Background: an optimization exercise with open tools, aiming at a short achievable clock period. Do not read the settings as production practice. No functional check of the RTL was part of any run shown here. In every run shown here, the design's own scripts or RTL, not TritonCTS, make the clock network. The clock port is modelled as an ideal driver, which makes a skipped or thinned clock tree look cheaper than it is; a real chip needs a root buffer or a tree. No activity file was given, so power comes from the tool's default toggle rates.

==> flow/design.v, too long to show whole: its modules and the start of the top module <==
// module fft_4: 2096 lines
// module f4c_g_0001: 3 lines
// module f4c_g_0001_c: 3 lines
// module f4c_g_0101: 3 lines
// module f4c_g_1010: 3 lines
// module f4c_g_1110: 3 lines
// module f4c_inv: 3 lines
// module f4c_maj_011: 3 lines
// module f4c_maj_101: 3 lines
// module f4c_maj_110: 3 lines
// module f4c_maj_111: 3 lines
// module f4c_nand_00: 3 lines
// module f4c_nand_01: 3 lines
// module f4c_nand_10: 3 lines
// module f4c_nand_10_c: 3 lines
// module f4c_nand_11: 3 lines
// module f4c_nor_00: 3 lines
// module f4c_nor_01: 3 lines
// module f4c_nor_10: 3 lines
// module f4c_nor_11: 3 lines
// module f4c_p_001: 3 lines
// module f4c_p_001_c: 3 lines
// module f4c_p_110: 3 lines
// module f4c_xor: 3 lines
// module f4c_xor_c: 3 lines
module fft_4(
        input               clk,
        input               rst_n,
        input wire signed [15:0]  x0_real,
        input wire signed [15:0]  x0_imag,
        input wire signed [15:0]  x1_real,
        input wire signed [15:0]  x1_imag,
        input wire signed [15:0]  x2_real,
        input wire signed [15:0]  x2_imag,
        input wire signed [15:0]  x3_real,
        input wire signed [15:0]  x3_imag,
        output reg signed [15:0]  X0_real,
        output reg signed [15:0]  X0_imag,
        output reg signed [15:0]  X1_real,
        output reg signed [15:0]  X1_imag,
        output reg signed [15:0]  X2_real,
        output reg signed [15:0]  X2_imag,
        output reg signed [15:0]  X3_real,
        output reg signed [15:0]  X3_imag
    );
  // ...
==> flow/flow/run.sh <==
#!/bin/bash
# Own layout flow: the standard flow, except that output flip-flops are
# placed next to their output buffers and the clock tree is a hand-built
# two-level inverter tree (flow/clock_tree.tcl) instead of TritonCTS's.
# Ports are buffered with buf_4 (which timing repair may resize) rather
# than the delay cell buffer_ports picks by default.
set -euo pipefail
here=$PWD
export MY_CLK_LEAVES=${MY_CLK_LEAVES:-0}
export MY_CLK_PER_LEAF=${MY_CLK_PER_LEAF:-18}
export MY_CLK_TOP=${MY_CLK_TOP:-4}
export MY_CLK_TOP_CELL=${MY_CLK_TOP_CELL:-sky130_fd_sc_hd__clkinv_16}
export MY_CLK_LEAF_CELL=${MY_CLK_LEAF_CELL:-sky130_fd_sc_hd__clkinv_8}
bash standard.sh synth > log_synth.txt 2>&1
bash standard.sh PRE_DETAIL_PLACE_TCL=$here/flow/pre_dp.tcl "BUFFER_PORTS_ARGS=-buffer_cell sky130_fd_sc_hd__buf_4" place > log_place.txt 2>&1
# a copy of the ORFS scripts whose cts.tcl builds our own tree
rm -rf myscripts; cp -r $FLOW_HOME/scripts myscripts
sed -i "s#log_cmd clock_tree_synthesis {\*}\$cts_args#source $here/flow/clock_tree.tcl#" myscripts/cts.tcl
grep -q "flow/clock_tree.tcl" myscripts/cts.tcl
sed -n 's/^make -C \(.*\) "\${@:-finish}"$/\1/p' standard.sh > make_args.txt
eval "make -C $(cat make_args.txt) SCRIPTS_DIR=$here/myscripts do-4_1_cts do-4_cts" > log_cts.txt 2>&1
bash standard.sh > log_finish.txt 2>&1
==> flow/flow/clock_tree.tcl <==
# Two-level clock tree in place of clock_tree_synthesis. The clock port
# drives NTOP top cells, each of which drives its share of K leaf cells;
# each leaf drives a cluster of flip-flops. With inverters at both levels
# the flip-flops see the clock in its own polarity. Clusters are made by
# k-means with equal cluster sizes, so every flip-flop sees the same tree.
set K $::env(MY_CLK_LEAVES)
set NTOP $::env(MY_CLK_TOP)
set block [ord::get_db_block]
set db [ord::get_db]
set top_master [$db findMaster $::env(MY_CLK_TOP_CELL)]
set leaf_master [$db findMaster $::env(MY_CLK_LEAF_CELL)]
set clk_net [[$block findBTerm clk] getNet]

# balanced k-means: returns {assign cxs cys}
proc bal_kmeans {xs ys K} {
  set n [llength $xs]
  set cap [expr {($n + $K - 1) / $K}]
  set order [lsort -real -indices $xs]
  set cxs {}; set cys {}
  # initial centres: a grid over the bounding box
  set xmin [::tcl::mathfunc::min {*}$xs]; set xmax [::tcl::mathfunc::max {*}$xs]
  set ymin [::tcl::mathfunc::min {*}$ys]; set ymax [::tcl::mathfunc::max {*}$ys]
  set gx [expr {int(ceil(sqrt($K)))}]
  set gy [expr {int(ceil(double($K) / $gx))}]
  for {set k 0} {$k < $K} {incr k} {
    set ix [expr {$k % $gx}]; set iy [expr {$k / $gx}]
    lappend cxs [expr {$xmin + ($ix + 0.5) * ($xmax - $xmin) / $gx}]
    lappend cys [expr {$ymin + ($iy + 0.5) * ($ymax - $ymin) / $gy}]
  }
  set assign [lrepeat $n 0]
  for {set iter 0} {$iter < 30} {incr iter} {
    # order points by how much they lose if not given their nearest centre
    set keyed {}
    for {set i 0} {$i < $n} {incr i} {
      set x [lindex $xs $i]; set y [lindex $ys $i]
      set ds {}
      for {set k 0} {$k < $K} {incr k} {
        lappend ds [expr {abs($x - [lindex $cxs $k]) + abs($y - [lindex $cys $k])}]
      }
      set s [lsort -real $ds]
      lappend keyed [list $i [expr {[lindex $s end] - [lindex $s 0]}] $ds]
    }
    set used [lrepeat $K 0]
    foreach e [lsort -real -decreasing -index 1 $keyed] {
      lassign $e i regret ds
      set best -1; set bd 1e30
      for {set k 0} {$k < $K} {incr k} {
        if {[lindex $used $k] >= $cap} { continue }
        if {[lindex $ds $k] < $bd} { set bd [lindex $ds $k]; set best $k }
      }
      lset assign $i $best
      lset used $best [expr {[lindex $used $best] + 1}]
    }
    set sx [lrepeat $K 0.0]; set sy [lrepeat $K 0.0]; set sc [lrepeat $K 0]
    for {set i 0} {$i < $n} {incr i} {
      set k [lindex $assign $i]
      lset sx $k [expr {[lindex $sx $k] + [lindex $xs $i]}]
      lset sy $k [expr {[lindex $sy $k] + [lindex $ys $i]}]
      lset sc $k [expr {[lindex $sc $k] + 1}]
    }
    for {set k 0} {$k < $K} {incr k} {
      if {[lindex $sc $k] > 0} {
        lset cxs $k [expr {[lindex $sx $k] / [lindex $sc $k]}]
        lset cys $k [expr {[lindex $sy $k] / [lindex $sc $k]}]
      }
    }
  }
  puts "clock_tree: cluster sizes $sc"
  return [list $assign $cxs $cys]
}

proc add_buf {master name x y in_net out_name} {
  global block
  set b [odb::dbInst_create $block $master $name]
  $b setLocation [expr {int($x)}] [expr {int($y)}]
  $b setPlacementStatus PLACED
  set net [odb::dbNet_create $block $out_name]
  $net setSigType CLOCK
  foreach it [$b getITerms] {
    set mt [$it getMTerm]
    if {[$mt getName] eq "A"} { $it connect $in_net }
    if {[$mt getName] eq "X" || [$mt getName] eq "Y"} { $it connect $net }
  }
  return $net
}

set sinks {}
foreach it [$clk_net getITerms] { lappend sinks $it }
set n [llength $sinks]
if {$K <= 0} { set K [expr {($n + $::env(MY_CLK_PER_LEAF) - 1) / $::env(MY_CLK_PER_LEAF)}] }
puts "clock_tree: $n sinks, $K leaves, $NTOP top cells"
set xs {}; set ys {}
foreach it $sinks {
  set bb [[$it getInst] getBBox]
  lappend xs [expr {([$bb xMin] + [$bb xMax]) / 2.0}]
  lappend ys [expr {([$bb yMin] + [$bb yMax]) / 2.0}]
}
lassign [bal_kmeans $xs $ys $K] assign cxs cys
lassign [bal_kmeans $cxs $cys $NTOP] tassign tcxs tcys

foreach it $sinks { $it disconnect }
set top_nets {}
for {set t 0} {$t < $NTOP} {incr t} {
  lappend top_nets [add_buf $top_master clktop_$t [lindex $tcxs $t] [lindex $tcys $t] $clk_net clknet_top_$t]
}
set leaf_nets {}
for {set k 0} {$k < $K} {incr k} {
  lappend leaf_nets [add_buf $leaf_master clkleaf_$k [lindex $cxs $k] [lindex $cys $k] \
    [lindex $top_nets [lindex $tassign $k]] clknet_leaf_$k]
}
for {set i 0} {$i < $n} {incr i} {
  [lindex $sinks $i] connect [lindex $leaf_nets [lindex $assign $i]]
}
$clk_net setSigType CLOCK
set_propagated_clock [all_clocks]
==> flow/flow/pre_dp.tcl <==
# Before detailed placement: put each output port's flip-flop right next to
# the port's output buffer, so the flop's Q drives a short wire.
set block [ord::get_db_block]
set moved 0
foreach bterm [$block getBTerms] {
  if { [$bterm getIoType] ne "OUTPUT" } { continue }
  set net [$bterm getNet]
  if { $net eq "NULL" } { continue }
  set buf ""
  foreach it [$net getITerms] {
    if { [$it isOutputSignal] } { set buf [$it getInst] }
  }
  if { $buf eq "" } { continue }
  set ff ""
  foreach it [$buf getITerms] {
    if { [$it isInputSignal] } {
      set n2 [$it getNet]
      foreach it2 [$n2 getITerms] {
        if { [$it2 isOutputSignal] } { set ff [$it2 getInst] }
      }
    }
  }
  if { $ff eq "" } { continue }
  if { ![string match "*DFF*" [[$ff getMaster] getName]] && ![string match "*df*" [[$ff getMaster] getName]] } { continue }
  set bb [$buf getBBox]
  set bx [expr {([$bb xMin] + [$bb xMax]) / 2}]
  set by [expr {([$bb yMin] + [$bb yMax]) / 2}]
  # step from the buffer toward the core centre
  set core [$block getCoreArea]
  set cx [expr {([$core xMin] + [$core xMax]) / 2}]
  set cy [expr {([$core yMin] + [$core yMax]) / 2}]
  set dx [expr {$cx - $bx}]
  set dy [expr {$cy - $by}]
  set d [expr {sqrt($dx*$dx + $dy*$dy)}]
  if { $d < 1 } { set d 1 }
  set step 6000
  set nx [expr {int($bx + $dx / $d * $step)}]
  set ny [expr {int($by + $dy / $d * $step)}]
  $ff setLocation $nx $ny
  incr moved
}
puts "pre_dp: moved $moved output flops next to their buffers"
==> flow/standard.sh <==
#!/bin/bash
# synth_recipe.tcl (not shown) runs the flow's synth.tcl, then flattens the netlist and writes it again
# the make line also repeats each setting of config.mk as NAME=value (left out here)
make -C /OpenROAD-flow-scripts/flow DESIGN_CONFIG=/design/flow/config.mk WORK_HOME=/design/flow/orfs CLKGATE_MAP_FILE= SYNTH_SCRIPT=/design/flow/synth_recipe.tcl "${@:-finish}"
==> flow/config.mk <==
export PLATFORM = sky130hd
export DESIGN_NAME = fft_4
export DESIGN_NICKNAME = fft_4
export VERILOG_FILES = /design/flow/design.v
export SDC_FILE = /design/flow/constraint.sdc
export NUM_CORES = 4
export LEC_CHECK = 0
export CAP_MARGIN = 20
export CORE_MARGIN = 2
export CORE_UTILIZATION = 40
export SETUP_SLACK_MARGIN = 2.0
export SLEW_MARGIN = 20
export SYNTH_HIERARCHICAL = 1
==> flow/constraint.sdc <==
create_clock -name core_clock -period 3.5 [get_ports {clk}]
set_input_delay 0.7000 -clock core_clock [delete_from_list [all_inputs] [get_ports {clk}]]
set_output_delay 0.7000 -clock core_clock [all_outputs]
set_load 0.01 [all_outputs]
==> summary.txt, run 1 <==
outcome complete, no violations; met3 Usage GRT 3.64%; worst-margin pin slew 876 ps; largest stage delay on the critical path 520 ps; Worst Hold Path EP X0_imag[0]; Setup crit start da_x3_real[4]; flop-to-flop setup slack 1970 ps; critical path class flip-flop to flip-flop; number of port buffers 257; Die Wd 289 um; GP Congestion 0.877; Final TNS setup 0 ps; WL final 89,300 um; Post-Syn Instances around 2,800; worst path bufs/invs 1; met1 usage 29.9%; Slowest-stage cell, CP dfrtp_2; GR Overflow Total 0; Post-synth top flop dfrtp_1; inverter count around 490; Core Area 80,400 um^2; hpwl dp 70,200 um; multi-input logic area 14,900 um^2; cell taking the most area after synthesis dfrtp_1; Die Span Y about 290 um; Nets 3,374; sequential share of cell area 43.7%; adder-cell share of the synthesized area a little over 8%; PwrDens roughly 670 nW/um^2; met1 WL a little over 40,000 um; met2 WL 42,000 um; Synth Area in XOR/XNOR 16.6%
==> run 2, diff against run 1 <==
--- a/flow/flow/run.sh
+++ b/flow/flow/run.sh
@@ -9,3 +9,3 @@
 export MY_CLK_LEAVES=${MY_CLK_LEAVES:-0}
-export MY_CLK_PER_LEAF=${MY_CLK_PER_LEAF:-18}
+export MY_CLK_PER_LEAF=${MY_CLK_PER_LEAF:-24}
 export MY_CLK_TOP=${MY_CLK_TOP:-4}
==> summary.txt, run 2 <==
Post-Syn Instances 2,802 (unchanged); met3 Usage GRT 3.41% (-0.23 points); Setup Skew about 27 ps; Synth Area in XOR/XNOR 16.6% (unchanged); io pins about 260; WP data required 3630 ps; most frequent cells in the layout dfrtp_1 (648), xor2_1 (462), inv_1 (444); final std cells w/o fill 4,292; Final setup viols 0; global route hottest layer met2; crit start category flip-flop; leak pwr 18.3 nW; clock period minus final worst setup slack 1520 ps; FILL cells 7,245; Total Power 25.7 mW; hpwl dp 70,200 um (unchanged); Inst Count DP 4,142; Die Wd 289 um (unchanged); GRT Total Usage 21.0%; syn_nets 2,932; Final Cycle Share between 40% and 50%; Sw Share between 40% and 50%; area grow syn2layout 20.1%; number of port buffers 257 (unchanged); die area 83,500 um^2; PwrDens 658 nW/um^2 (-1.6%); unrepaired setup endpoints after global routing yes; Nets 3,360 (-0.41%); clock latency (worst-skew pair) roughly 260 ps; Ys Warns 7; hold_ws 355 ps; num rows about 100; Via density 4.65; share of cells above drive strength 1 36.1%; Core Area 80,400 um^2 (unchanged); crit path DAT between 1500 and 2000 ps; post-route worst setup slack 1980 ps; Post-synth top flop dfrtp_1; Synth Area in Compound Gates 8.04%; GP Congestion 0.877 (unchanged); mux contribution to synthesized area 0%; CP Capture Type flip-flop; Yosys top cell area share ~53%; Post-synth top cells dfrtp_1 (686), xor2_1 (610), inv_1 (444); Int Power 15.3 mW; Max Cap Viol 0; WL final 88,500 um (-0.93%); Area contributors post-synth dfrtp_1 (53%), xor2_1 (16%), maj3_2 (8.0%), inv_1 (5.1%), a21oi_2 (4.2%); VDD IR-drop max just over 400 uV; count leader, synth dfrtp_1; crit path max fanout 8; Die Span Y 289 um (unchanged); Slew headroom 40.9%; drt initial violations 1,041; final hold vios 0; Switching Power 10.4 mW; largest net degree at the start of global routing 80; Detailed Routing Iterations Pass 1 5; Synth Area in Simple Gates a little under a tenth; Register Area 17,200 um^2; clock group share of total power about an eighth; Post-Syn Area 32,500 um^2; Initial Util 40.4%; WL/cell roughly 21 um; fmax 0.659 GHz; fraction of registers with async set/reset 100%; GR Overflow Total 0 (unchanged); ANT nets after route 0; Final TNS setup 0 ps (unchanged); HP Class flip-flop to flip-flop; DP Area 36,000 um^2; outcome complete, no violations; Avg Synthesized Cell Area 11.6 um^2; detailed-route DRC error count 0; initial antenna violation count 19; global-route wire length before repair 132,000 um; combinational power share about two fifths; cell taking the most area after synthesis dfrtp_1; EDFF count, synth 0; met2 Use GR 34.6%; critical path class flip-flop to flip-flop; count of cell types in the netlist 15; vias in the first global route ~21,000; pre-CTS setup slack about 1600 ps; met1 usage 29.8% (-0.096 points); final non-filler cell area just under 40,000 um^2; register area share after synthesis 52.9%; worst-margin pin slew 887 ps (+11.2 ps); Final Util 48.5%; adder-cell share of the synthesized area 8.04% (unchanged); DR vias between 15,000 and 20,000; Yosys reg bits 686; Slew Limit Fails 0; CTS clk-pin slew, worst paths around 100 ps; commonest non-fill, non-tap cell in the layout dfrtp_1; part of the power in registers 48.0%; multi-input logic area 14,900 um^2 (+0.10%); main combinational cell family by area after synthesis XOR/XNOR gates
run 2: worst paths after layout:
| path | depth (start not counted) | startpoint | slack, ps | endpoint |
|---|---|---|---|---|
| worst max-delay path | 4 | da_x3_real[1] | 1980 | X1_imag_p[0] |
| worst min-delay path | 0 | X0_imag_x[0] | 350 | X0_imag[0] |
| worst max register to register | 4 | da_x3_real[1] | 1980 | X1_imag_p[0] |
| worst min register to register | 0 | X0_imag_x[0] | 350 | X0_imag[0] |
| max in group asynchronous | 2 | rst_n | 2100 | X2_imag_g[7] |
| min in group asynchronous | 1 | rst_n | 470 | X1_imag[4] |
run 2: Yosys stat by module (local to each module, per instance), a selection:
module	cells	area (um^2)	copies in the design	flops+latches
f4c_xor	1	8.76	610	0
f4c_g_1010	2	12.5	120	0
f4c_maj_111	1	11.3	58	0
f4c_nand_01	1	6.26	26	0
fft_4	726	17300	1	686
f4c_nor_01	1	13.8	26	0
f4c_nand_10_c	1	13.8	2	0
f4c_nand_00	1	6.26	2	0
f4c_maj_011	2	15.0	30	0
f4c_nand_10	1	6.26	58	0
run 2: final cells by class:
cell class	count	area share, %
timing repair buffer	393	8.55
inverter	477	5.79
sequential	686	44.1
multi-input combinational	1672	38.1
antenna	4	0.0257
tap	1060	3.40
run 2: critical path, cell delays in order, from the launching register on:
cell and delay (ps):
dfrtp_2 540, xor2_1 210, xor2_1 200, and2_1 200
or2_1 240
run 2: timing repair:
action,CTS,global route
hold buffers,0,0
pin swaps,23,102
buffers inserted,42,71
resized for setup,118,163
endpoints found under the setup margin,267,243
run 2: metal layers:
layer / vias up / routed length (um) / share of wire (%)
li1: 9396 / - / -
met1: 10100 / 40400 / 46
met2: 346 / 42000 / 47
met3: 96 / 4170 / 4.7
met4: 26 / 1710 / 1.9
met5: - / 163 / 0.18
run 2: cells by family (layout without fill, tap and decap cells):
group                    count (synthesis)  in the layout
AO/OA/AOI/OAI                          352            352
XOR/XNOR                               614            614
adder cells (fa/ha/maj)                232            232
buffers and inverters                  444            870
flip-flops                             686            686
other                                    0              4
AND/OR/NAND/NOR                        474            474
run 2: power groups by stage:
stage / clock, mW / sequential (mW) / combinational [mW]
2_1_floorplan: 0 / 12.1 / 5.40
3_3_place_gp: 0 / 12.3 / 9.22
3_5_place_dp: 0 / 12.3 / 9.37
4_1_cts: 3.32 / 12.2 / 9.78
5_1_grt: 3.61 / 12.6 / 11.1
6_report: 3.19 / 12.3 / 10.2

-- afterwards: timing with drivers on the ports --
No port has a modelled driver above. Below, the same layouts with a new extraction and two added sets of constraints.
Step 1, drivers: a clkbuf_16 drives clk and a buf_2 each remaining input, both assumed.
Step 2 moves the port delays by t, midway between the first and last clock arrival at a register: inputs arrive t later, outputs are due t later. That takes back most of the time a late clock gives input paths.
Slacks: ideal / step 1 / step 2; pairs: ideal / step 1.
| run | t, ns | slack for setup (ns) | hold WS [ns] | worst setup path after step 2 | pins driven straight from the clock port |
|---|---|---|---|---|---|
| run 1 | 0.543 | 1.967 / 1.703 / 1.785 | 0.351 / 0.245 / 0.352 | input, reset recovery | 4 |
| run 2 | 0.514 | 1.984 / 1.747 / 1.799 | 0.355 / 0.254 / 0.356 | input, reset recovery | 4 |
After both steps every run listed still meets setup and hold. The setup slack of run 2, which loses most, moves by -0.237 ns with the drivers and by -0.185 ns with both steps. Setup slack includes reset recovery checks.
